Context: an optimization exercise on an open-source flow, tuned for small area. The choices shown serve that exercise and are no tape-out recipe.
The RTL was checked by simulation tests, not by an equivalence proof against the original design.
Power figures rest on the tool's default switching activity, not on a simulated workload.

===== design/flow/design.v =====
`timescale 1ns/1ps
module sdrc_req_gen (
   input             clk,
   input             reset_n,
   input [1:0]       cfg_colbits,
   input [1:0]       sdr_width,
   input             req,
   input [25:0]      req_addr,
   input [8:0]       req_len,
   input             req_wr_n,
   input             req_wrap,
   output reg        req_ack,
   output reg        r2x_idle,
   output reg        r2b_req,
   output reg        r2b_start,
   output            r2b_last,
   output reg        r2b_write,
   output            r2b_wrap,
   output reg [1:0]  r2b_ba,
   output reg [12:0] r2b_raddr,
   output reg [10:0] r2b_caddr,
   output [8:0]      r2b_len,
   input             b2r_ack,
   input             b2r_arb_ok
);
   localparam REQ_IDLE      = 2'b00;
   localparam REQ_ACTIVE    = 2'b01;
   localparam REQ_PAGE_WRAP = 2'b10;
   reg  [1:0]  req_st, next_req_st;
   reg         req_ld, lcl_wrap, page_ovflw_r;
   reg  [8:0]  lcl_req_len;
   reg  [8:0]  max_r2b_len_r;
   reg  [25:0] curr_sdr_addr;
   reg  [25:0] req_addr_int;
   reg  [8:0]  req_len_int;
   always @(*) begin
      if (sdr_width == 2'b00) begin
         req_addr_int = req_addr;
         req_len_int  = req_len;
      end else if (sdr_width == 2'b01) begin
         req_addr_int = {req_addr[24:0], 1'b0};
         req_len_int  = {req_len[7:0], 1'b0};
      end else begin
         req_addr_int = {req_addr[23:0], 2'b0};
         req_len_int  = {req_len[6:0], 2'b0};
      end
   end
   wire [11:0] max_r2b_len = (cfg_colbits == 2'b00) ? (12'h100 - {4'b0, req_addr_int[7:0]}) :
                             (cfg_colbits == 2'b01) ? (12'h200 - {3'b0, req_addr_int[8:0]}) :
                             (cfg_colbits == 2'b10) ? (12'h400 - {2'b0, req_addr_int[9:0]}) :
                                                      (12'h800 - {1'b0, req_addr_int[10:0]});
   wire page_ovflw = ({3'b0, req_len_int} > max_r2b_len) & ~req_wrap;
   assign r2b_len  = (r2b_start & page_ovflw_r) ? max_r2b_len_r : lcl_req_len;
   wire [8:0]  next_req_len  = lcl_req_len - r2b_len;
   wire [25:0] next_sdr_addr = curr_sdr_addr + {17'b0, r2b_len};
   assign r2b_wrap = lcl_wrap;
   assign r2b_last = (r2b_start & ~page_ovflw_r) | (req_st == REQ_PAGE_WRAP);
   always @ (posedge clk) begin
      page_ovflw_r  <= req_ack & page_ovflw;
      if (req_ack) begin
         max_r2b_len_r <= max_r2b_len[8:0];
         r2b_write     <= ~req_wr_n;
         lcl_wrap      <= req_wrap;
      end
      r2b_start     <= (req_ack) ? 1'b1 : (b2r_ack) ? 1'b0 : r2b_start;
      lcl_req_len   <= (req_ack) ? req_len_int :
                       (req_ld) ? next_req_len : lcl_req_len;
      curr_sdr_addr <= (req_ack) ? req_addr_int :
                       (req_ld) ? next_sdr_addr : curr_sdr_addr;
   end
   always @ (*) begin
      r2x_idle    = 1'b0;
      req_ack     = 1'b0;
      req_ld      = 1'b0;
      r2b_req     = 1'b0;
      next_req_st = REQ_IDLE;
      case (req_st)
         REQ_IDLE : begin
            r2x_idle = ~req;
            req_ack = req & b2r_arb_ok;
            next_req_st = (req & b2r_arb_ok) ? REQ_ACTIVE : REQ_IDLE;
         end
         REQ_ACTIVE : begin
            req_ld = b2r_ack;
            r2b_req = 1'b1;
            next_req_st = (b2r_ack) ? ((page_ovflw_r) ? REQ_PAGE_WRAP : REQ_IDLE) : REQ_ACTIVE;
         end
         REQ_PAGE_WRAP : begin
            req_ld = b2r_ack;
            r2b_req = 1'b1;
            next_req_st = (b2r_ack) ? REQ_IDLE : REQ_PAGE_WRAP;
         end
         default : ;
      endcase
   end
   always @ (posedge clk)
      if (~reset_n) req_st <= REQ_IDLE;
      else          req_st <= next_req_st;
   always @ (*) begin
      case (cfg_colbits)
         2'b00: begin
            r2b_ba    = curr_sdr_addr[9:8];
            r2b_caddr = {3'b0, curr_sdr_addr[7:0]};
            r2b_raddr = curr_sdr_addr[22:10];
         end
         2'b01: begin
            r2b_ba    = curr_sdr_addr[10:9];
            r2b_caddr = {2'b0, curr_sdr_addr[8:0]};
            r2b_raddr = curr_sdr_addr[23:11];
         end
         2'b10: begin
            r2b_ba    = curr_sdr_addr[11:10];
            r2b_caddr = {1'b0, curr_sdr_addr[9:0]};
            r2b_raddr = curr_sdr_addr[24:12];
         end
         default: begin
            r2b_ba    = curr_sdr_addr[12:11];
            r2b_caddr = curr_sdr_addr[10:0];
            r2b_raddr = curr_sdr_addr[25:13];
         end
      endcase
   end
endmodule
`timescale 1ns/1ps
module sdrc_bank_fsm (
   input             clk,
   input             reset_n,
   input             r2b_req,
   input [12:0]      r2b_raddr,
   input             r2b_write,
   input             page_hit,
   output            b2r_ack,
   input             sdr_dma_last,
   input             h_write,
   output reg        b2x_req,
   output reg [1:0]  b2x_cmd,
   output            idle,
   output reg [12:0] l_raddr,
   output reg        bank_valid,
   input             x2b_ack,
   output            tras_ok,
   input             xfr_ok,
   input             x2b_refresh,
   input             x2b_pre_ok,
   input             x2b_act_ok,
   input             x2b_rdok,
   input             x2b_wrok,
   input [3:0]       tras_delay,
   input [3:0]       trp_delay,
   input [3:0]       trcd_delay
);
   localparam BANK_IDLE         = 3'b000;
   localparam BANK_PRE          = 3'b001;
   localparam BANK_ACT          = 3'b010;
   localparam BANK_XFR          = 3'b011;
   localparam BANK_DMA_LAST_PRE = 3'b100;
   reg [2:0]  bank_st, next_bank_st;
   reg [3:0]  tras_cntr, timer0;
   reg        l_sdr_dma_last;
   assign idle = (bank_st == BANK_IDLE);
   assign b2r_ack = idle & r2b_req;
   assign tras_ok = ~|tras_cntr;
   wire timer0_tc = ~|timer0;
   wire activate_bank = (b2x_cmd == 2'b01) & x2b_ack;
   wire ld_trp  = (b2x_cmd == 2'b00) & x2b_ack;
   wire closed = (bank_st == BANK_DMA_LAST_PRE);
   always @ (posedge clk)
      if (~reset_n) begin
         bank_valid <= 1'b0;
         tras_cntr <= 4'b0;
         timer0 <= 4'b0;
         bank_st <= BANK_IDLE;
         l_sdr_dma_last <= 1'b0;
      end
      else begin
         bank_valid <= (x2b_refresh | closed) ? 1'b0 :
                       (activate_bank) ? 1'b1 : bank_valid;
         tras_cntr <= (activate_bank) ? tras_delay :
                      (~tras_ok) ? tras_cntr - 4'b1 : 4'b0;
         timer0 <= (ld_trp) ? trp_delay :
                   (activate_bank) ? trcd_delay :
                   (~timer0_tc) ? timer0 - 4'b1 : timer0;
         bank_st <= next_bank_st;
         if (b2r_ack) l_sdr_dma_last <= sdr_dma_last;
      end
   always @ (posedge clk)
      if (b2r_ack) l_raddr <= r2b_raddr;
   always @ (*) begin
      b2x_req = 1'b0;
      b2x_cmd = 2'b00;
      next_bank_st = bank_st;
      case (bank_st)
         BANK_IDLE : begin
            if (r2b_req) begin
               if (page_hit) begin
                  b2x_req = xfr_ok & ((r2b_write) ? x2b_wrok : x2b_rdok);
                  b2x_cmd = {1'b1, r2b_write};
                  next_bank_st = (x2b_ack) ? BANK_IDLE : BANK_XFR;
               end
               else begin
                  b2x_req = tras_ok & x2b_pre_ok;
                  next_bank_st = (~l_sdr_dma_last & x2b_ack) ? BANK_ACT : BANK_PRE;
               end
            end
         end
         BANK_PRE : begin
            b2x_req = tras_ok & x2b_pre_ok;
            next_bank_st = (x2b_ack) ? BANK_ACT : BANK_PRE;
         end
         BANK_ACT : begin
            b2x_req = timer0_tc & x2b_act_ok;
            b2x_cmd = 2'b01;
            next_bank_st = (x2b_ack) ? BANK_XFR : BANK_ACT;
         end
         BANK_XFR : begin
            b2x_req = timer0_tc & xfr_ok & ((h_write) ? x2b_wrok : x2b_rdok);
            b2x_cmd = {1'b1, h_write};
            next_bank_st = (x2b_refresh) ? BANK_ACT :
                           (x2b_ack & l_sdr_dma_last) ? BANK_DMA_LAST_PRE :
                           (x2b_ack) ? BANK_IDLE : BANK_XFR;
         end
         BANK_DMA_LAST_PRE : begin
            b2x_req = tras_ok & x2b_pre_ok;
            next_bank_st = (x2b_ack) ? BANK_IDLE : BANK_DMA_LAST_PRE;
         end
         default : ;
      endcase
   end
endmodule
`timescale 1ns/1ps
module sdrc_bank_ctl (
   input             clk,
   input             reset_n,
   input [1:0]       a2b_req_depth,
   input             r2b_req,
   input             r2b_start,
   input             r2b_last,
   input             r2b_wrap,
   input [1:0]       r2b_ba,
   input [12:0]      r2b_raddr,
   input [10:0]      r2b_caddr,
   input [8:0]       r2b_len,
   input             r2b_write,
   output            b2r_arb_ok,
   output            b2r_ack,
   output            b2x_idle,
   output reg        b2x_req,
   output            b2x_start,
   output            b2x_last,
   output            b2x_wrap,
   output reg [1:0]  b2x_ba,
   output [12:0]     b2x_addr,
   output [8:0]      b2x_len,
   output [1:0]      b2x_cmd,
   input             x2b_ack,
   output            b2x_tras_ok,
   input             x2b_refresh,
   input             x2b_pre_ok,
   input             x2b_act_ok,
   input             x2b_rdok,
   input             x2b_wrok,
   input             sdr_req_norm_dma_last,
   input [3:0]       tras_delay,
   input [3:0]       trp_delay,
   input [3:0]       trcd_delay
);
   wire [3:0]  r2i_req, i2r_ack, i2x_req, tras_ok, idle, valid;
   wire [12:0] row [0:3];
   wire [1:0]  i2x_cmd [0:3];
   wire [3:0]  x2i_ack, xfr_ok;
   reg [1:0]   rank_cnt;
   reg [1:0]   rank_ba0, rank_ba1, rank_ba2;
   reg [2:0]   rank_ba_last;
   reg [10:0]  f_caddr0, f_caddr1, f_caddr2;
   reg [8:0]   f_len0, f_len1, f_len2;
   reg [3:0]   f_flg0, f_flg1, f_flg2;    
   wire rank_fifo_mt   = (rank_cnt == 2'b00);
   wire rank_fifo_full = (rank_cnt == a2b_req_depth);
   assign b2x_tras_ok = &tras_ok;
   assign b2r_arb_ok  = ~rank_fifo_full;
   assign b2r_ack     = |i2r_ack;
   assign b2x_idle    = rank_fifo_mt;
   wire [1:0] xfr_ba = rank_fifo_mt ? r2b_ba : rank_ba0;
   genvar g;
   generate for (g = 0; g < 4; g = g + 1) begin : gb
      assign r2i_req[g] = (r2b_ba == g) & r2b_req & ~rank_fifo_full;
      assign x2i_ack[g] = (b2x_ba == g) & x2b_ack;
      assign xfr_ok[g]  = (xfr_ba == g);
   end endgenerate
   wire page_hit = valid[r2b_ba] & (r2b_raddr == row[r2b_ba]);
   wire [3:0] pa_req = i2x_req & {~i2x_cmd[3][1], ~i2x_cmd[2][1], ~i2x_cmd[1][1], ~i2x_cmd[0][1]};
   wire rank_req0 = i2x_req[xfr_ba];
   wire rank_req1 = rank_cnt[1] & pa_req[rank_ba1];
   wire rank_req2 = (rank_cnt == 2'd3) & pa_req[rank_ba2];
   always @ (*) begin
      b2x_req = 1'b1;
      if (rank_req0)      b2x_ba = xfr_ba;
      else if (rank_req1) b2x_ba = rank_ba1;
      else if (rank_req2) b2x_ba = rank_ba2;
      else begin
         b2x_req = 1'b0;
         b2x_ba = xfr_ba;
      end
   end
   assign b2x_cmd = i2x_cmd[b2x_ba];
   wire [10:0] caddr = rank_fifo_mt ? r2b_caddr : f_caddr0;
   assign b2x_len   = rank_fifo_mt ? r2b_len   : f_len0;
   assign b2x_start = rank_fifo_mt ? r2b_start : f_flg0[3];
   assign b2x_last  = rank_fifo_mt ? r2b_last  : f_flg0[2];
   assign b2x_wrap  = rank_fifo_mt ? r2b_wrap  : f_flg0[1];
   wire   h_write   = f_flg0[0];
   wire [12:0] sel_row = idle[b2x_ba] ? r2b_raddr : row[b2x_ba];
   assign b2x_addr = b2x_cmd[1] ? {2'b0, caddr} :
                     {sel_row[12] & b2x_cmd[0], sel_row[11], sel_row[10] & b2x_cmd[0], sel_row[9:0]};
   wire rank_fifo_wr = b2r_ack;
   wire rank_fifo_rd = b2x_req & b2x_cmd[1] & x2b_ack;
   wire [2:0] rank_wr_sel;
   assign rank_wr_sel[0] = (rank_cnt == 2'd0) ? rank_fifo_wr :
                           (rank_cnt == 2'd1) ? rank_fifo_wr & rank_fifo_rd : 1'b0;
   assign rank_wr_sel[1] = (rank_cnt == 2'd1) ? rank_fifo_wr & ~rank_fifo_rd :
                           (rank_cnt == 2'd2) ? rank_fifo_wr & rank_fifo_rd : 1'b0;
   assign rank_wr_sel[2] = (rank_cnt == 2'd2) ? rank_fifo_wr & ~rank_fifo_rd :
                           (rank_cnt == 2'd3) ? rank_fifo_wr & rank_fifo_rd : 1'b0;
   always @ (posedge clk)
      if (~reset_n) begin
         rank_cnt <= 2'b0;
         rank_ba0 <= 2'b0;
         rank_ba1 <= 2'b0;
         rank_ba2 <= 2'b0;
         rank_ba_last <= 3'b0;
      end
      else begin
         rank_cnt <= (rank_fifo_wr & ~rank_fifo_rd) ? rank_cnt + 2'b1 :
                     (~rank_fifo_wr & rank_fifo_rd) ? rank_cnt - 2'b1 : rank_cnt;
         rank_ba0 <= (rank_wr_sel[0]) ? r2b_ba : (rank_fifo_rd) ? rank_ba1 : rank_ba0;
         rank_ba1 <= (rank_wr_sel[1]) ? r2b_ba : (rank_fifo_rd) ? rank_ba2 : rank_ba1;
         rank_ba2 <= (rank_wr_sel[2]) ? r2b_ba : (rank_fifo_rd) ? 2'b00 : rank_ba2;
         rank_ba_last[0] <= (rank_wr_sel[0]) ? sdr_req_norm_dma_last :
                            (rank_fifo_rd) ? rank_ba_last[1] : rank_ba_last[0];
         rank_ba_last[1] <= (rank_wr_sel[1]) ? sdr_req_norm_dma_last :
                            (rank_fifo_rd) ? rank_ba_last[2] : rank_ba_last[1];
         rank_ba_last[2] <= (rank_wr_sel[2]) ? sdr_req_norm_dma_last :
                            (rank_fifo_rd) ? 1'b0 : rank_ba_last[2];
      end
   wire [3:0] r2b_flg = {r2b_start, r2b_last, r2b_wrap, r2b_write};
   always @ (posedge clk) begin
      if (rank_wr_sel[0]) begin
         f_caddr0 <= r2b_caddr; f_len0 <= r2b_len; f_flg0 <= r2b_flg;
      end else if (rank_fifo_rd) begin
         f_caddr0 <= f_caddr1; f_len0 <= f_len1; f_flg0 <= f_flg1;
      end
      if (rank_wr_sel[1]) begin
         f_caddr1 <= r2b_caddr; f_len1 <= r2b_len; f_flg1 <= r2b_flg;
      end else if (rank_fifo_rd) begin
         f_caddr1 <= f_caddr2; f_len1 <= f_len2; f_flg1 <= f_flg2;
      end
      if (rank_wr_sel[2]) begin
         f_caddr2 <= r2b_caddr; f_len2 <= r2b_len; f_flg2 <= r2b_flg;
      end
   end
   wire [3:0] dma_last_i = {1'b0, rank_ba_last};
   generate for (g = 0; g < 4; g = g + 1) begin : gf
      sdrc_bank_fsm u_fsm (
         .clk (clk), .reset_n (reset_n),
         .r2b_req (r2i_req[g]), .r2b_raddr (r2b_raddr), .r2b_write (r2b_write),
         .page_hit (page_hit), .b2r_ack (i2r_ack[g]), .sdr_dma_last (dma_last_i[g]),
         .h_write (h_write),
         .b2x_req (i2x_req[g]), .b2x_cmd (i2x_cmd[g]), .idle (idle[g]),
         .l_raddr (row[g]), .bank_valid (valid[g]), .x2b_ack (x2i_ack[g]),
         .tras_ok (tras_ok[g]), .xfr_ok (xfr_ok[g]), .x2b_refresh (x2b_refresh),
         .x2b_pre_ok (x2b_pre_ok), .x2b_act_ok (x2b_act_ok),
         .x2b_rdok (x2b_rdok), .x2b_wrok (x2b_wrok),
         .tras_delay (tras_delay), .trp_delay (trp_delay), .trcd_delay (trcd_delay));
   end endgenerate
endmodule
`timescale 1ns/1ps
module sdrc_xfr_ctl (
   input             clk,
   input             reset_n,
   input             b2x_req,
   input             b2x_start,
   input             b2x_last,
   input             b2x_wrap,
   input [1:0]       b2x_ba,
   input [12:0]      b2x_addr,
   input [8:0]       b2x_len,
   input [1:0]       b2x_cmd,
   input             b2x_tras_ok,
   output            x2b_ack,
   output            x2b_refresh,
   output            x2b_pre_ok,
   output            x2b_act_ok,
   output            x2b_rdok,
   output            x2b_wrok,
   output reg        sdr_cs_n,
   output reg        sdr_ras_n,
   output reg        sdr_cas_n,
   output reg        sdr_we_n,
   output reg [7:0]  sdr_dqm,
   output reg [1:0]  sdr_ba,
   output reg [12:0] sdr_addr,
   output reg [63:0] sdr_dout,
   output reg        sdr_den_n,
   output            x2a_rdlast,
   output            x2a_wrlast,
   input [63:0]      a2x_wrdt,
   input [7:0]       a2x_wren_n,
   output            x2a_wrnext,
   output            x2a_rdok,
   output reg        sdr_init_done,
   input             sdram_enable,
   input [12:0]      sdram_mode_reg,
   input             cas_latency_3,
   input [3:0]       trp_delay,
   input [3:0]       trcar_delay,
   input [11:0]      rfsh_time,
   input [2:0]       rfsh_rmax
);
   localparam SDR_DESEL     = 4'b1111;
   localparam SDR_NOOP      = 4'b0111;
   localparam SDR_ACTIVATE  = 4'b0011;
   localparam SDR_READ      = 4'b0101;
   localparam SDR_WRITE     = 4'b0100;
   localparam SDR_BT        = 4'b0110;
   localparam SDR_PRECHARGE = 4'b0010;
   localparam SDR_REFRESH   = 4'b0001;
   localparam SDR_MODE      = 4'b0000;
   localparam XFR_IDLE  = 2'b00;
   localparam XFR_WRITE = 2'b01;
   localparam XFR_READ  = 2'b10;
   localparam XFR_RDWT  = 2'b11;
   reg [1:0]   xfr_st, next_xfr_st;
   reg [12:0]  xfr_caddr;
   reg         l_last, l_wrap;
   reg [1:0]   l_ba;
   reg [11:0]  l_len;
   reg         mgmt_req;
   reg [3:0]   mgmt_cmd;
   reg [12:0]  mgmt_addr;
   reg [1:0]   mgmt_ba;
   reg         sel_mgmt, sel_b2x;
   reg         cb_pre_ok, rdok, wrok, wr_next, rd_next, act_cmd, d_act_cmd;
   reg [3:0]   i_xfr_cmd;
   reg [4:0]   l_rd_next, l_rd_last;
   reg         init_delay_done;
   wire b2x_read   = (b2x_cmd == 2'b10);
   wire b2x_write  = (b2x_cmd == 2'b11);
   wire b2x_prechg = (b2x_cmd == 2'b00);
   wire [3:0] b2x_sdr_cmd = {1'b0, b2x_cmd[1], ~b2x_cmd[1], b2x_cmd[1] ^ b2x_cmd[0]};
   wire b2x_prechg_hit = b2x_prechg & (b2x_ba == l_ba);
   wire [3:0]  xfr_cmd  = (sel_mgmt) ? mgmt_cmd : (sel_b2x) ? b2x_sdr_cmd : i_xfr_cmd;
   wire [12:0] xfr_addr = (sel_mgmt) ? mgmt_addr : (sel_b2x) ? b2x_addr : xfr_caddr + 13'd1;
   wire [1:0]  xfr_ba   = (sel_mgmt) ? mgmt_ba : (sel_b2x) ? b2x_ba : l_ba;
   wire mgmt_ack = sel_mgmt;
   assign x2b_ack = sel_b2x;
   wire ld_xfr = sel_b2x & b2x_cmd[1];
   wire [11:0] xfr_len  = (ld_xfr) ? {3'b0, b2x_len} : l_len;
   wire [11:0] l_len_m1 = l_len - 12'd1;
   wire l_xfr_end = ~|l_len_m1;
   wire [11:0] next_xfr_len = (ld_xfr) ? {3'b0, b2x_len} : (l_xfr_end) ? l_len : l_len_m1;
   wire d_rd_next  = cas_latency_3 ? l_rd_next[4] : l_rd_next[3];
   wire d_rd_last  = cas_latency_3 ? l_rd_last[4] : l_rd_last[3];
   wire rd_pipe_mt = ~|l_rd_next[2:0] & ~(cas_latency_3 & l_rd_next[3]);
   wire last_burst = (ld_xfr) ? b2x_last : l_last;
   wire len_le1 = ~|xfr_len[11:1];
   wire rd_last = rd_next & last_burst & len_le1;
   wire wr_last = last_burst & len_le1;
   wire burst_bdry = &xfr_caddr[1:0];
   always @ (posedge clk) begin
      xfr_caddr <= (ld_xfr) ? b2x_addr : (rd_next | wr_next) ? xfr_caddr + 13'd1 : xfr_caddr;
      if (ld_xfr) begin
         l_wrap <= b2x_wrap;
         l_ba <= b2x_ba;
      end
      l_len <= next_xfr_len;
      act_cmd <= (xfr_cmd == SDR_ACTIVATE);
      d_act_cmd <= act_cmd;
   end
   always @ (posedge clk)
      if (~reset_n) begin
         l_last <= 1'b0;
         l_rd_next <= 5'b0;
         l_rd_last <= 5'b0;
         xfr_st <= XFR_IDLE;
      end
      else begin
         l_last <= last_burst;
         l_rd_next <= {l_rd_next[3:0], rd_next};
         l_rd_last <= {l_rd_last[3:0], rd_last};
         xfr_st <= next_xfr_st;
      end
   always @ (*) begin
      case (xfr_st)
         XFR_IDLE : begin
            sel_mgmt = mgmt_req;
            sel_b2x = ~mgmt_req & sdr_init_done & b2x_req;
            i_xfr_cmd = SDR_DESEL;
            rd_next = ~mgmt_req & sdr_init_done & b2x_req & b2x_read;
            wr_next = ~mgmt_req & sdr_init_done & b2x_req & b2x_write;
            rdok = ~mgmt_req;
            cb_pre_ok = 1'b1;
            wrok = ~mgmt_req;
            next_xfr_st = (mgmt_req | ~sdr_init_done) ? XFR_IDLE :
                          (~b2x_req) ? XFR_IDLE :
                          (b2x_read) ? XFR_READ :
                          (b2x_write) ? XFR_WRITE : XFR_IDLE;
         end
         XFR_READ : begin
            rd_next = ~l_xfr_end | ~mgmt_req & b2x_req & b2x_read;
            wr_next = 1'b0;
            rdok = l_xfr_end & ~mgmt_req;
            cb_pre_ok = l_xfr_end;
            wrok = 1'b0;
            sel_mgmt = 1'b0;
            if (l_xfr_end) begin
               if (~l_wrap) begin
                  i_xfr_cmd = SDR_BT;
                  sel_b2x = b2x_req & ~mgmt_req & (b2x_read | b2x_prechg_hit);
               end
               else begin
                  i_xfr_cmd = SDR_DESEL;
                  sel_b2x = b2x_req & ~mgmt_req & ~b2x_write;
               end
               next_xfr_st = (sdr_init_done) ? ((b2x_req & ~mgmt_req & b2x_read) ? XFR_READ : XFR_RDWT) : XFR_IDLE;
            end
            else begin
               i_xfr_cmd = (burst_bdry & ~l_wrap) ? SDR_READ : SDR_DESEL;
               sel_b2x = ~(burst_bdry & ~l_wrap) & b2x_req;
               next_xfr_st = XFR_READ;
            end
         end
         XFR_RDWT : begin
            rd_next = ~mgmt_req & b2x_req & b2x_read;
            wr_next = rd_pipe_mt & ~mgmt_req & b2x_req & b2x_write;
            rdok = ~mgmt_req;
            cb_pre_ok = 1'b1;
            wrok = rd_pipe_mt & ~mgmt_req;
            sel_mgmt = mgmt_req;
            sel_b2x = ~mgmt_req & b2x_req;
            i_xfr_cmd = SDR_DESEL;
            next_xfr_st = (~mgmt_req & b2x_req & b2x_read) ? XFR_READ :
                          (~rd_pipe_mt) ? XFR_RDWT :
                          (~mgmt_req & b2x_req & b2x_write) ? XFR_WRITE : XFR_IDLE;
         end
         default : begin  
            rd_next = l_xfr_end & ~mgmt_req & b2x_req & b2x_read;
            wr_next = ~l_xfr_end | ~mgmt_req & b2x_req & b2x_write;
            rdok = l_xfr_end & ~mgmt_req;
            cb_pre_ok = 1'b0;
            wrok = l_xfr_end & ~mgmt_req;
            sel_mgmt = 1'b0;
            if (l_xfr_end) begin
               if (~l_wrap) begin
                  sel_b2x = b2x_req & ~mgmt_req & (b2x_read | b2x_write);
                  i_xfr_cmd = SDR_BT;
               end
               else begin
                  sel_b2x = b2x_req & ~mgmt_req & ~b2x_prechg_hit;
                  i_xfr_cmd = SDR_DESEL;
               end
               next_xfr_st = (~mgmt_req & b2x_req & b2x_read) ? XFR_READ :
                             (~mgmt_req & b2x_req & b2x_write) ? XFR_WRITE : XFR_IDLE;
            end
            else begin
               if (burst_bdry & ~l_wrap) begin
                  sel_b2x = 1'b0;
                  i_xfr_cmd = SDR_WRITE;
               end
               else begin
                  sel_b2x = b2x_req & ~mgmt_req;
                  i_xfr_cmd = SDR_DESEL;
               end
               next_xfr_st = XFR_WRITE;
            end
         end
      endcase
   end
   assign x2b_refresh = (xfr_cmd == SDR_REFRESH);
   assign x2b_act_ok  = ~act_cmd & ~d_act_cmd;
   assign x2b_rdok    = rdok;
   assign x2b_wrok    = wrok;
   assign x2b_pre_ok  = cb_pre_ok;
   assign x2a_rdlast = d_rd_last;
   assign x2a_wrlast = wr_last;
   assign x2a_wrnext = wr_next;
   assign x2a_rdok   = d_rd_next;
   always @ (posedge clk)
      if (~reset_n) begin
         sdr_cs_n  <= 1'b1;
         sdr_ras_n <= 1'b1;
         sdr_cas_n <= 1'b1;
         sdr_we_n  <= 1'b1;
         sdr_dqm   <= 8'hff;
         sdr_den_n <= 1'b1;
      end
      else begin
         sdr_cs_n  <= xfr_cmd[3];
         sdr_ras_n <= xfr_cmd[2];
         sdr_cas_n <= xfr_cmd[1];
         sdr_we_n  <= xfr_cmd[0];
         if (init_delay_done)
            sdr_dqm <= (wr_next) ? a2x_wren_n : 8'h00;
         sdr_den_n <= ~wr_next;
      end
   always @ (posedge clk) begin
      sdr_addr <= xfr_addr;
      sdr_ba   <= xfr_ba;
      sdr_dout <= a2x_wrdt;
   end
   localparam MGM_INIT_DELAY   = 4'b0000;
   localparam MGM_INIT_NOOP    = 4'b0001;
   localparam MGM_POWERUP      = 4'b0010;
   localparam MGM_PRECHARGE    = 4'b0011;
   localparam MGM_PCHWT        = 4'b0100;
   localparam MGM_REFRESH      = 4'b0101;
   localparam MGM_REFWT        = 4'b0110;
   localparam MGM_MODE_REG     = 4'b0111;
   localparam MGM_MODE_WT      = 4'b1000;
   localparam MGM_MODE_EXT_REG = 4'b1001;
   localparam MGM_MODE_EXT_WT  = 4'b1010;
   localparam MGM_ACTIVE       = 4'b1011;
   reg [3:0]  mgmt_st, next_mgmt_st;
   reg [3:0]  tmr0, tmr0_d;
   reg [3:0]  cntr1, cntr1_d;
   reg        ld_tmr0, ld_cntr1, dec_cntr1, set_sdr_init_done;
   reg [11:0] rfsh_timer;
   reg [2:0]  rfsh_row_cnt;
   reg [11:0] init_lfsr;
   reg        mode_set, wr_mode_set;
   wire tmr0_tc = ~|tmr0;
   wire cntr1_tc = ~|cntr1;
   wire rfsh_timer_tc = (rfsh_timer == rfsh_time);
   wire ref_req = (rfsh_row_cnt >= rfsh_rmax);
   wire precharge_ok = cb_pre_ok & b2x_tras_ok;
   always @ (posedge clk)
      if (~reset_n) begin
         mgmt_st <= MGM_POWERUP;
         tmr0 <= 4'b0;
         cntr1 <= 4'h7;
         rfsh_timer <= 12'b0;
         rfsh_row_cnt <= 3'b0;
         sdr_init_done <= 1'b0;
         init_lfsr <= 12'h001;
         init_delay_done <= 1'b0;
         mode_set <= 1'b0;
      end
      else begin
         mgmt_st <= next_mgmt_st;
         tmr0 <= (ld_tmr0) ? tmr0_d : (~tmr0_tc) ? tmr0 - 4'd1 : tmr0;
         cntr1 <= (ld_cntr1) ? cntr1_d : (dec_cntr1) ? cntr1 - 4'd1 : cntr1;
         sdr_init_done <= (set_sdr_init_done | sdr_init_done) & sdram_enable;
         rfsh_timer <= (rfsh_timer_tc) ? 12'b0 : rfsh_timer + 12'd1;
         rfsh_row_cnt <= (~set_sdr_init_done) ? 3'b0 :
                         (rfsh_timer_tc) ? rfsh_row_cnt + 3'd1 : rfsh_row_cnt;
         init_lfsr <= {init_lfsr[10:0], init_lfsr[11] ^ init_lfsr[5] ^ init_lfsr[3] ^ init_lfsr[0]};
         init_delay_done <= init_delay_done | (init_lfsr == 12'hc83);
         mode_set <= wr_mode_set;
      end
   always @ (*) begin
      mgmt_req = 1'b1;
      mgmt_cmd = SDR_DESEL;
      mgmt_ba = 2'b0;
      mgmt_addr = 13'h400;
      ld_tmr0 = 1'b0;
      tmr0_d = 4'h7;
      ld_cntr1 = 1'b0;
      dec_cntr1 = 1'b0;
      cntr1_d = {1'b0, rfsh_row_cnt};
      set_sdr_init_done = 1'b0;
      wr_mode_set = 1'b0;
      next_mgmt_st = MGM_POWERUP;
      case (mgmt_st)
         MGM_POWERUP : begin
            mgmt_req = 1'b0;
            ld_cntr1 = 1'b1;
            cntr1_d = 4'hf;
            next_mgmt_st = (sdram_enable) ? MGM_INIT_DELAY : MGM_POWERUP;
         end
         MGM_INIT_DELAY : begin
            mgmt_req = 1'b0;
            next_mgmt_st = (init_delay_done) ? MGM_INIT_NOOP : MGM_INIT_DELAY;
         end
         MGM_INIT_NOOP : begin
            mgmt_cmd = SDR_NOOP;
            ld_tmr0 = mgmt_ack;
            tmr0_d = trp_delay;
            next_mgmt_st = (mgmt_ack) ? MGM_PRECHARGE : MGM_INIT_NOOP;
         end
         MGM_PRECHARGE : begin
            mgmt_cmd = (precharge_ok) ? SDR_PRECHARGE : SDR_DESEL;
            ld_tmr0 = mgmt_ack;
            tmr0_d = trp_delay;
            next_mgmt_st = (precharge_ok & mgmt_ack) ? MGM_PCHWT : MGM_PRECHARGE;
         end
         MGM_PCHWT : begin
            next_mgmt_st = (tmr0_tc) ? MGM_REFRESH : MGM_PCHWT;
         end
         MGM_REFRESH : begin
            mgmt_cmd = SDR_REFRESH;
            ld_tmr0 = mgmt_ack;
            tmr0_d = trcar_delay;
            dec_cntr1 = mgmt_ack;
            wr_mode_set = mode_set;
            next_mgmt_st = (mgmt_ack) ? MGM_REFWT : MGM_REFRESH;
         end
         MGM_REFWT : begin
            wr_mode_set = mode_set;
            next_mgmt_st = (~tmr0_tc) ? MGM_REFWT :
                           (~cntr1_tc) ? MGM_REFRESH :
                           (sdr_init_done | mode_set) ? MGM_ACTIVE : MGM_MODE_REG;
         end
         MGM_MODE_REG : begin
            mgmt_cmd = SDR_MODE;
            mgmt_ba = {1'b0, sdram_mode_reg[11]};
            mgmt_addr = sdram_mode_reg;
            ld_tmr0 = mgmt_ack;
            next_mgmt_st = (mgmt_ack) ? MGM_MODE_WT : MGM_MODE_REG;
         end
         MGM_MODE_WT : begin
            next_mgmt_st = (~tmr0_tc) ? MGM_MODE_WT : MGM_MODE_EXT_REG;
         end
         MGM_MODE_EXT_REG : begin
            mgmt_cmd = SDR_MODE;
            mgmt_ba = 2'b10;
            mgmt_addr = 13'h0;
            ld_tmr0 = mgmt_ack;
            next_mgmt_st = (mgmt_ack) ? MGM_MODE_EXT_WT : MGM_MODE_EXT_REG;
         end
         MGM_MODE_EXT_WT : begin
            wr_mode_set = 1'b1;
            next_mgmt_st = (~tmr0_tc) ? MGM_MODE_EXT_WT : MGM_REFRESH;
         end
         MGM_ACTIVE : begin
            mgmt_req = 1'b0;
            ld_cntr1 = ref_req;
            set_sdr_init_done = 1'b1;
            next_mgmt_st = (~sdram_enable) ? MGM_POWERUP :
                           (ref_req) ? MGM_PRECHARGE : MGM_ACTIVE;
         end
         default : begin
            mgmt_req = 1'b0;
            next_mgmt_st = MGM_POWERUP;
         end
      endcase
   end
endmodule
`timescale 1ns/1ps
module sdrc_bs_convert (
   input             clk,
   input             reset_n,
   input [1:0]       sdr_width,
   input             x2a_rdlast,
   input [63:0]      x2a_rddt,
   input             x2a_rdok,
   input             x2a_wrlast,
   input             x2a_wrnext,
   output reg [63:0] a2x_wrdt,
   output reg [7:0]  a2x_wren_n,
   input [63:0]      app_wr_data,
   input [7:0]       app_wr_en_n,
   output reg        app_wr_next,
   output reg [63:0] app_rd_data,
   output reg        app_rd_valid
);
   reg [23:0] saved_rd_data;
   reg [1:0]  rd_xfr_count;
   reg [1:0]  wr_xfr_count;
   always @(*) begin
      if (sdr_width == 2'b00) begin
         a2x_wrdt     = app_wr_data;
         a2x_wren_n   = app_wr_en_n;
         app_wr_next  = x2a_wrnext;
         app_rd_data  = x2a_rddt;
         app_rd_valid = x2a_rdok;
      end
      else if (sdr_width == 2'b01) begin
         app_wr_next  = x2a_wrnext & wr_xfr_count[0];
         app_rd_valid = x2a_rdok & rd_xfr_count[0];
         if (wr_xfr_count[0]) begin
            a2x_wren_n = {6'b0, app_wr_en_n[3:2]};
            a2x_wrdt   = {48'b0, app_wr_data[31:16]};
         end
         else begin
            a2x_wren_n = {6'b0, app_wr_en_n[1:0]};
            a2x_wrdt   = {48'b0, app_wr_data[15:0]};
         end
         app_rd_data = {x2a_rddt[47:0], saved_rd_data[15:0]};
      end
      else begin
         app_wr_next  = x2a_wrnext & (wr_xfr_count == 2'b11);
         app_rd_valid = x2a_rdok & (rd_xfr_count == 2'b11);
         case (wr_xfr_count)
            2'b11: begin a2x_wren_n = {7'b0, app_wr_en_n[3]}; a2x_wrdt = {56'b0, app_wr_data[31:24]}; end
            2'b10: begin a2x_wren_n = {7'b0, app_wr_en_n[2]}; a2x_wrdt = {56'b0, app_wr_data[23:16]}; end
            2'b01: begin a2x_wren_n = {7'b0, app_wr_en_n[1]}; a2x_wrdt = {56'b0, app_wr_data[15:8]}; end
            default: begin a2x_wren_n = {7'b0, app_wr_en_n[0]}; a2x_wrdt = {56'b0, app_wr_data[7:0]}; end
         endcase
         app_rd_data = {x2a_rddt[39:0], saved_rd_data[23:0]};
      end
   end
   always @(posedge clk) begin
      if (!reset_n) begin
         rd_xfr_count  <= 2'b0;
         wr_xfr_count  <= 2'b0;
      end
      else begin
         if (x2a_wrlast)      wr_xfr_count <= 2'b0;
         else if (x2a_wrnext) wr_xfr_count <= wr_xfr_count + 2'b1;
         if (x2a_rdlast)      rd_xfr_count <= 2'b0;
         else if (x2a_rdok)   rd_xfr_count <= rd_xfr_count + 2'b1;
      end
      if (x2a_rdok) begin
            if (sdr_width == 2'b01)
               saved_rd_data[15:0] <= x2a_rddt[15:0];
            else begin
               if (rd_xfr_count == 2'b00)      saved_rd_data[7:0]   <= x2a_rddt[7:0];
               else if (rd_xfr_count == 2'b01) saved_rd_data[15:8]  <= x2a_rddt[7:0];
               else if (rd_xfr_count == 2'b10) saved_rd_data[23:16] <= x2a_rddt[7:0];
            end
      end
   end
endmodule
`timescale 1ns/1ps
module sdrc_core (
   input         clk,
   input         reset_n,
   input  [1:0]  sdr_width,
   input  [1:0]  cfg_colbits,
   input         app_req,
   input  [25:0] app_req_addr,
   input  [8:0]  app_req_len,
   input         app_req_wrap,
   input         app_req_wr_n,
   output        app_req_ack,
   input  [1:0]  cfg_req_depth,
   input  [63:0] app_wr_data,
   input  [7:0]  app_wr_en_n,
   output [63:0] app_rd_data,
   output        app_rd_valid,
   output        app_last_rd,
   output        app_last_wr,
   output        app_wr_next_req,
   output        sdr_init_done,
   output        sdr_cs_n,
   output        sdr_cke,
   output        sdr_ras_n,
   output        sdr_cas_n,
   output        sdr_we_n,
   output [7:0]  sdr_dqm,
   output [1:0]  sdr_ba,
   output [12:0] sdr_addr,
   input  [63:0] pad_sdr_din,
   output [63:0] sdr_dout,
   output [7:0]  sdr_den_n,
   input         cfg_sdr_en,
   input  [12:0] cfg_sdr_mode_reg,
   input  [3:0]  cfg_sdr_tras_d,
   input  [3:0]  cfg_sdr_trp_d,
   input  [3:0]  cfg_sdr_trcd_d,
   input  [2:0]  cfg_sdr_cas,
   input  [3:0]  cfg_sdr_trcar_d,
   input  [3:0]  cfg_sdr_twr_d,
   input  [11:0] cfg_sdr_rfsh,
   input  [2:0]  cfg_sdr_rfmax
);
   wire        r2b_req, r2b_start, r2b_last, r2b_wrap, r2b_write, r2x_idle;
   wire [1:0]  r2b_ba;
   wire [12:0] r2b_raddr;
   wire [10:0] r2b_caddr;
   wire [8:0]  r2b_len;
   wire        b2r_ack, b2r_arb_ok;
   wire        b2x_idle, b2x_req, b2x_start, b2x_last, b2x_wrap, b2x_tras_ok;
   wire [1:0]  b2x_ba, b2x_cmd;
   wire [12:0] b2x_addr;
   wire [8:0]  b2x_len;
   wire        x2b_ack, x2b_refresh, x2b_pre_ok, x2b_act_ok, x2b_rdok, x2b_wrok;
   wire        x2a_rdlast, x2a_wrlast, x2a_wrnext, x2a_rdok;
   wire [63:0] a2x_wrdt;
   wire [7:0]  a2x_wren_n;
   wire        den_n;
   reg [63:0] pad_sdr_din1, pad_sdr_din2;
   always @ (posedge clk) begin
      pad_sdr_din1 <= pad_sdr_din;
      pad_sdr_din2 <= pad_sdr_din1;
   end
   assign sdr_cke   = 1'b1;
   assign sdr_den_n = {8{den_n}};
   assign app_last_wr = x2a_wrlast;
   assign app_last_rd = x2a_rdlast;
   sdrc_req_gen u_req_gen (
      .clk (clk), .reset_n (reset_n), .cfg_colbits (cfg_colbits), .sdr_width (sdr_width),
      .req (app_req), .req_addr (app_req_addr), .req_len (app_req_len),
      .req_wr_n (app_req_wr_n), .req_wrap (app_req_wrap), .req_ack (app_req_ack),
      .r2x_idle (r2x_idle),
      .r2b_req (r2b_req), .r2b_start (r2b_start), .r2b_last (r2b_last),
      .r2b_write (r2b_write), .r2b_wrap (r2b_wrap), .r2b_ba (r2b_ba),
      .r2b_raddr (r2b_raddr), .r2b_caddr (r2b_caddr), .r2b_len (r2b_len),
      .b2r_ack (b2r_ack), .b2r_arb_ok (b2r_arb_ok));
   sdrc_bank_ctl u_bank_ctl (
      .clk (clk), .reset_n (reset_n), .a2b_req_depth (cfg_req_depth),
      .r2b_req (r2b_req), .r2b_start (r2b_start), .r2b_last (r2b_last),
      .r2b_wrap (r2b_wrap), .r2b_ba (r2b_ba), .r2b_raddr (r2b_raddr),
      .r2b_caddr (r2b_caddr), .r2b_len (r2b_len), .r2b_write (r2b_write),
      .b2r_arb_ok (b2r_arb_ok), .b2r_ack (b2r_ack),
      .b2x_idle (b2x_idle), .b2x_req (b2x_req), .b2x_start (b2x_start),
      .b2x_last (b2x_last), .b2x_wrap (b2x_wrap), .b2x_ba (b2x_ba),
      .b2x_addr (b2x_addr), .b2x_len (b2x_len), .b2x_cmd (b2x_cmd),
      .x2b_ack (x2b_ack), .b2x_tras_ok (b2x_tras_ok), .x2b_refresh (x2b_refresh),
      .x2b_pre_ok (x2b_pre_ok), .x2b_act_ok (x2b_act_ok), .x2b_rdok (x2b_rdok),
      .x2b_wrok (x2b_wrok), .sdr_req_norm_dma_last (app_req),
      .tras_delay (cfg_sdr_tras_d), .trp_delay (cfg_sdr_trp_d), .trcd_delay (cfg_sdr_trcd_d));
   sdrc_xfr_ctl u_xfr_ctl (
      .clk (clk), .reset_n (reset_n),
      .b2x_req (b2x_req), .b2x_start (b2x_start), .b2x_last (b2x_last),
      .b2x_wrap (b2x_wrap), .b2x_ba (b2x_ba), .b2x_addr (b2x_addr),
      .b2x_len (b2x_len), .b2x_cmd (b2x_cmd), .b2x_tras_ok (b2x_tras_ok),
      .x2b_ack (x2b_ack), .x2b_refresh (x2b_refresh), .x2b_pre_ok (x2b_pre_ok),
      .x2b_act_ok (x2b_act_ok), .x2b_rdok (x2b_rdok), .x2b_wrok (x2b_wrok),
      .sdr_cs_n (sdr_cs_n), .sdr_ras_n (sdr_ras_n), .sdr_cas_n (sdr_cas_n),
      .sdr_we_n (sdr_we_n), .sdr_dqm (sdr_dqm), .sdr_ba (sdr_ba), .sdr_addr (sdr_addr),
      .sdr_dout (sdr_dout), .sdr_den_n (den_n),
      .x2a_rdlast (x2a_rdlast), .x2a_wrlast (x2a_wrlast), .a2x_wrdt (a2x_wrdt),
      .a2x_wren_n (a2x_wren_n), .x2a_wrnext (x2a_wrnext), .x2a_rdok (x2a_rdok),
      .sdr_init_done (sdr_init_done),
      .sdram_enable (cfg_sdr_en), .sdram_mode_reg (cfg_sdr_mode_reg),
      .cas_latency_3 (cfg_sdr_cas[0]), .trp_delay (cfg_sdr_trp_d),
      .trcar_delay (cfg_sdr_trcar_d), .rfsh_time (cfg_sdr_rfsh), .rfsh_rmax (cfg_sdr_rfmax));
   sdrc_bs_convert u_bs_convert (
      .clk (clk), .reset_n (reset_n), .sdr_width (sdr_width),
      .x2a_rdlast (x2a_rdlast), .x2a_rddt (pad_sdr_din2), .x2a_rdok (x2a_rdok),
      .x2a_wrlast (x2a_wrlast), .x2a_wrnext (x2a_wrnext),
      .a2x_wrdt (a2x_wrdt), .a2x_wren_n (a2x_wren_n),
      .app_wr_data (app_wr_data), .app_wr_en_n (app_wr_en_n),
      .app_wr_next (app_wr_next_req), .app_rd_data (app_rd_data),
      .app_rd_valid (app_rd_valid));
endmodule
`timescale 1ns/1ps
module sdrc_top 
           (
                   cfg_sdr_width       ,
                   cfg_colbits         ,
                    app_req        ,                   
                    app_req_addr   ,
                    app_req_len    ,
                    app_req_wr_n   ,
                    app_req_wrap   ,
                    app_req_ack    ,                  
                    app_wr_en_n    ,                   
                    app_wr_next_req,                   
                    app_rd_valid   ,                   
                    app_last_rd    ,                    
                    app_last_wr,
                    app_wr_data    ,
                    app_rd_data    ,
                    sdram_clk           ,
                    sdram_resetn        ,
                    sdr_cs_n            ,
                    sdr_cke             ,
                    sdr_ras_n           ,
                    sdr_cas_n           ,
                    sdr_we_n            ,
                    sdr_dqm             ,
                    sdr_ba              ,
                    sdr_addr            , 
                    pad_sdr_din         ,  
                    sdr_dout            ,  
                    sdr_den_n           ,  
                    sdr_init_done       ,
                    cfg_req_depth       ,	         
                    cfg_sdr_en          ,
                    cfg_sdr_mode_reg    ,
                    cfg_sdr_tras_d      ,
                    cfg_sdr_trp_d       ,
                    cfg_sdr_trcd_d      ,
                    cfg_sdr_cas         ,
                    cfg_sdr_trcar_d     ,
                    cfg_sdr_twr_d       ,
                    cfg_sdr_rfsh        ,
    	            cfg_sdr_rfmax
	    );
parameter      APP_AW   = 26;   
parameter      APP_DW   = 64;   
parameter      APP_BW   = 8;    
parameter      APP_RW   = 9;    
parameter      SDR_DW   = 64;   
parameter      SDR_BW   = 8;    
parameter      dw       = 64;   
parameter      tw       = 8;    
parameter      bl       = 9;    
input                   sdram_clk          ;  
input                   sdram_resetn       ;  
input [1:0]             cfg_sdr_width      ;  
input [1:0]             cfg_colbits        ;  
output                  sdr_cke             ;  
output 			        sdr_cs_n            ;  
output                  sdr_ras_n           ;  
output                  sdr_cas_n           ;  
output			        sdr_we_n            ;  
output [SDR_BW-1:0] 	sdr_dqm             ;  
output [1:0] 		    sdr_ba              ;  
output [12:0] 		    sdr_addr            ;  
input [SDR_DW-1:0] 	    pad_sdr_din         ;  
output [SDR_DW-1:0] 	sdr_dout            ;  
output [SDR_BW-1:0] 	sdr_den_n           ;  
output                           sdr_init_done       ;  
input [3:0] 	                 cfg_sdr_tras_d      ;  
input [3:0]                      cfg_sdr_trp_d       ;  
input [3:0]                      cfg_sdr_trcd_d      ;  
input 			                 cfg_sdr_en          ;  
input [1:0] 		             cfg_req_depth       ;  
input [12:0]       		         cfg_sdr_mode_reg    ;
input [2:0] 			         cfg_sdr_cas         ;  
input [3:0]       			     cfg_sdr_trcar_d     ;  
input [3:0]                      cfg_sdr_twr_d       ;  
input [12-1 : 0]  cfg_sdr_rfsh;
input [3 -1 : 0] cfg_sdr_rfmax;
input                  app_req            ;  
input                  app_req_wrap       ;  
input [APP_AW-1:0]     app_req_addr       ;  
input [bl-1:0]         app_req_len        ;
input                  app_req_wr_n       ;  
output                 app_req_ack        ;  
wire                   app_busy_n         ;  
input [dw/8-1:0]       app_wr_en_n        ;  
output                 app_wr_next_req    ;  
output                 app_rd_valid       ;  
output                 app_last_rd        ;  
output                 app_last_wr        ;  
input [dw-1:0]         app_wr_data        ;  
output  [dw-1:0]       app_rd_data        ;  
sdrc_core u_sdrc_core (
   .clk (sdram_clk), .reset_n (sdram_resetn), .sdr_width (cfg_sdr_width), .cfg_colbits (cfg_colbits),
   .app_req (app_req), .app_req_addr (app_req_addr), .app_req_len (app_req_len),
   .app_req_wrap (app_req_wrap), .app_req_wr_n (app_req_wr_n), .app_req_ack (app_req_ack),
   .cfg_req_depth (cfg_req_depth), .app_wr_data (app_wr_data), .app_wr_en_n (app_wr_en_n),
   .app_rd_data (app_rd_data), .app_rd_valid (app_rd_valid), .app_last_rd (app_last_rd),
   .app_last_wr (app_last_wr), .app_wr_next_req (app_wr_next_req), .sdr_init_done (sdr_init_done),
   .sdr_cs_n (sdr_cs_n), .sdr_cke (sdr_cke), .sdr_ras_n (sdr_ras_n), .sdr_cas_n (sdr_cas_n),
   .sdr_we_n (sdr_we_n), .sdr_dqm (sdr_dqm), .sdr_ba (sdr_ba), .sdr_addr (sdr_addr),
   .pad_sdr_din (pad_sdr_din), .sdr_dout (sdr_dout), .sdr_den_n (sdr_den_n),
   .cfg_sdr_en (cfg_sdr_en), .cfg_sdr_mode_reg (cfg_sdr_mode_reg), .cfg_sdr_tras_d (cfg_sdr_tras_d),
   .cfg_sdr_trp_d (cfg_sdr_trp_d), .cfg_sdr_trcd_d (cfg_sdr_trcd_d), .cfg_sdr_cas (cfg_sdr_cas),
   .cfg_sdr_trcar_d (cfg_sdr_trcar_d), .cfg_sdr_twr_d (cfg_sdr_twr_d), .cfg_sdr_rfsh (cfg_sdr_rfsh),
   .cfg_sdr_rfmax (cfg_sdr_rfmax));
endmodule  

===== design/flow/run.sh =====
#!/bin/bash
# synth_recipe.tcl (not shown) runs the flow's synth.tcl, then flattens the netlist and writes it again
# the make line also repeats each setting of config.mk as NAME=value (left out here)
make -C /OpenROAD-flow-scripts/flow DESIGN_CONFIG=/design/flow/config.mk WORK_HOME=/design/flow/orfs CLKGATE_MAP_FILE= SYNTH_SCRIPT=/design/flow/synth_recipe.tcl finish

===== design/flow/config.mk =====
export PLATFORM = sky130hd
export DESIGN_NAME = sdrc_top
export DESIGN_NICKNAME = sdrc_top
export VERILOG_FILES = /design/flow/design.v
export SDC_FILE = /design/flow/constraint.sdc
export NUM_CORES = 4
export LEC_CHECK = 0
export ABC_AREA = 1
export CAP_MARGIN = 20
export CORE_MARGIN = 2
export CORE_UTILIZATION = 40
export SLEW_MARGIN = 20

===== design/flow/constraint.sdc =====
create_clock -name core_clock -period 12.0 [get_ports {sdram_clk}]
set_input_delay 2.4000 -clock core_clock [delete_from_list [all_inputs] [get_ports {sdram_clk}]]
set_output_delay 2.4000 -clock core_clock [all_outputs]
set_load 0.01 [all_outputs]

==> reports/qor.yml <==
row_count: 95
critPathMostFrequentCell: "nand2_1"
finalSetupTns_ps: 0
drc: 0
synth_seq_area_share_pct: 49.3
postLayoutCoreUtil_pct: 51.3
synthArstFlopShare_pct: 0
critPathArrivalTime_ps: 8890
vias: 23900
first_pass_iters: 6
worstSetupEndpointType: "primary output"
worst_hold_slack_ps: 320
maxSlewViolCount: 0
dpl.hpwl_um: 61100
drtAntennaViolNets: 0
vias_per_cell: 5.06
ys_seq_elements: 566
start_util_pct: 40.5
layout_min_cycle_time_ps: 11290
crit_end: "app_last_wr"
synth.avg_cell_area_um2: 8.04
core_area_mm2: 0.0675
synth_area_mm2: 0.0274
stdcell_area_mm2: 0.0346
max_slew_margin_pct: 40.7
reg2reg_depth: 47
htreeDepth: 3
dp_slack_ps: 330
status: "complete, no violations"
place_area_mm2: 0.0322
hold_class: "flip-flop to flip-flop"
ys_types: 62
cp_max_fo: 12
finalClockSkew_ps: 27.4
path_delay_family: "simple AND/OR/NAND/NOR gates"
fin_nets: 4099
peakVddDrop_uv: 148
setup_viol: 0
synth_cells: 3403
grt_max_degree: 71
crit_start: "cfg_colbits[0]"
synth_edf_count: 216
area_growth_pct: 26.6
r2r_start: "u_sdrc_core.u_xfr_ctl.l_len[0]"
drt_iter0_drc: 1597
root_buffer: "clkbuf_16"
drive_gt1_share_pct: 6.32
numCtsBuffers: 67
power_mw: 8.31
stdcell_count: 4718
clk_pin_slew_ps: 60
synth-main-ff-cell: "dfxtp_1"
start_kind: "primary input"
numPortBuffers: 396
grt_first_pass_wirelength_um: 130000
tightest_slew_ps: 890
die-area_mm2: 0.0705
die_h_um: 266
powerDensity_mw_per_mm2: 240
final_hold_viol_count: 0
path_class: "primary input to primary output"
hold_buffers: 0
worst-path-buf-inv: 7
syn_nets: 3710
grt_antenna_before_repair: 6
wire_per_inst_um: 17.8
slowest_stage: "clkdlybuf4s50_1"
cap_violations: 0
slowest_delay_ps: 540
clock_sinks: 566
critPathRequiredTime_ps: 9600
yosysWarnings: 6
cp.depth: 46
grt-ovfl-total: 0
power_leakage_nw: 15.0
setup_slack_ps: 709
r2r_setup_slack_ps: 4590
place_inst: 4592
max_freq_mhz: 88.6
routed_wl_um: 83800
period_share_pct: 94.1
design.portCount: 404
clk_latency_ps: 640
first_global_vias: 23100
gr-usage-all-layers_pct: 23.5
r2r_end: "u_sdrc_core.u_bank_ctl.rank_ba_last[0]"
clock_path_buffers: 3
die_x_um: 266
rsz0062_at_grt: "false"
cts_tree: "yes"
gp_congestion: 0.939
==> timing repair <==
action | CTS | global route
buffers inserted | 0 | 3
resized for setup | 0 | 3
setup endpoints to repair | 0 | 2
==> layout by cell type (no fill, tap or decap), types with 11 or more instances in the layout <==
master and instances:
nand2_1 863, o22ai_1 25, nand4_1 57, o221ai_1 27, o21ai_1 33, xor2_1 56
inv_2 15, clkdlybuf4s50_1 393, edfxtp_1 216, o21ai_0 253, a31oi_1 23, dfxtp_1 350
xnor2_1 21, nand2_2 16, nand3_1 169, buf_4 49, clkbuf_16 73, clkbuf_1 13
o211ai_1 54, a22oi_1 11, inv_1 436, or2_2 18, nor2_1 282, a21oi_1 121
nor3_1 41, ha_1 71
==> worst min-delay path by stage <==
stage,endpoint,slack [ps],cells past startpoint,from
finish,u_sdrc_core.pad_sdr_din2[3],320,0,u_sdrc_core.pad_sdr_din1[3]
global route,u_sdrc_core.pad_sdr_din2[45],330,0,u_sdrc_core.pad_sdr_din1[45]
CTS,u_sdrc_core.pad_sdr_din2[3],320,0,u_sdrc_core.pad_sdr_din1[3]
detailed placement,u_sdrc_core.pad_sdr_din2[12],310,0,u_sdrc_core.pad_sdr_din1[12]
global placement,u_sdrc_core.pad_sdr_din2[26],310,0,u_sdrc_core.pad_sdr_din1[26]
floorplan,u_sdrc_core.pad_sdr_din2[0],310,0,u_sdrc_core.pad_sdr_din1[0]
==> cells in the mapped netlist, drive strengths merged, types with 9 or more instances <==
library cell	instances	area, um2
a21oi	122	614
buf	48	308
dfxtp	350	7010
nor2	293	1150
clkbuf	78	293
xnor2	21	184
a31oi	23	144
o211ai	54	405
nand3	179	976
nor3	42	215
inv	453	1710
a22oi	11	82.6
o22ai	25	156
a22o	9	78.8
o21ai	287	1440
nand4	60	412
o221ai	27	236
nand2	883	3380
xor2	56	490
or2	27	169
edfxtp	216	6490
ha	71	888
==> per-layer routing <==
metal	vias up	part of all wire, %	GRT usage, %
met5	-	0.063	0
met4	8	2.6	6.76
met2	820	46	38.5
met1	10900	43	30.1
met3	127	8.4	6.85
li1	12000	-	-
==> flip-flops by register name, summed over array words and instances, names as in the netlist, 16 cells and up <==
signal                                     cells
u_sdrc_core.pad_sdr_din1                      64
u_sdrc_core.u_bank_ctl.gf.u_fsm.timer0        16
u_sdrc_core.u_bank_ctl.gf.u_fsm.l_raddr       52
u_sdrc_core.pad_sdr_din2                      64
u_sdrc_core.u_bs_convert.saved_rd_data        24
u_sdrc_core.u_bank_ctl.gf.u_fsm.tras_cntr     16
u_sdrc_core.u_req_gen.curr_sdr_addr           26
u_sdrc_core.u_xfr_ctl.sdr_dout                64
==> cell families after synthesis <==
logic type / after synthesis / share of synthesized area (%)
xor gates and xnor gates: 77 / 2.46
DFF: 566 / 49.3
muxes: 3 / 0.114
AOI/OAI and AO/OA: 597 / 12.7
adders and majority gates: 73 / 3.39
and+or+nand+nor: 1503 / 23.5
buffers and inverters: 583 / 8.49
other: 1 / 0.0137
==> power breakdown <==
| part | leakage, nW | internal [mW] | switching (mW) | total [mW] |
|---|---|---|---|---|
| logic | 8.95 | 1.12 | 2.27 | 3.38 |
| registers | 4.91 | 2.53 | 0.211 | 2.75 |
| clock network | 1.16 | 1.31 | 0.870 | 2.18 |
==> layout make-up <==
cell class / instances / area (um2)
sequential: 566 / 13500
antenna: 1 / 2.50
tap: 873 / 1090
inverter: 457 / 1730
multi-input combinational: 2254 / 11600
fill: 6436 / 32900
clock inverter: 26 / 415
timing repair buffer: 446 / 4330
clock buffer: 95 / 2000

## what the ideal ports hide
The results above use ideal ports. As a check the final layout listed here was re-extracted and re-timed, cells and wires unchanged. Step 1 (the two cells are an assumption about what drives the block):
set clk [get_ports {sdram_clk}]
set_driving_cell -lib_cell sky130_fd_sc_hd__clkbuf_16 $clk
set_driving_cell -lib_cell sky130_fd_sc_hd__buf_2 [delete_from_list [all_inputs] $clk]
Step 2 adds t to the input delays and takes it off the output delays; t is the mean of the earliest and latest rising clock arrival at the registers after step 1. Input paths then give back, and output paths get back, about the clock's delay inside the block. a / b / c = ideal ports / drivers / drivers and shift; a / b = the first two.
shift t [ns]: 0.688
slack for setup (ns): 0.709 / 0.654 / 0.654
worst setup path after step 2: input to output
worst register clock-pin slew, ns: 0.06 / 0.06
After both steps setup and hold are still met in this run. The setup slack of this run moves by -0.055 ns with the drivers and by -0.055 ns with both steps.
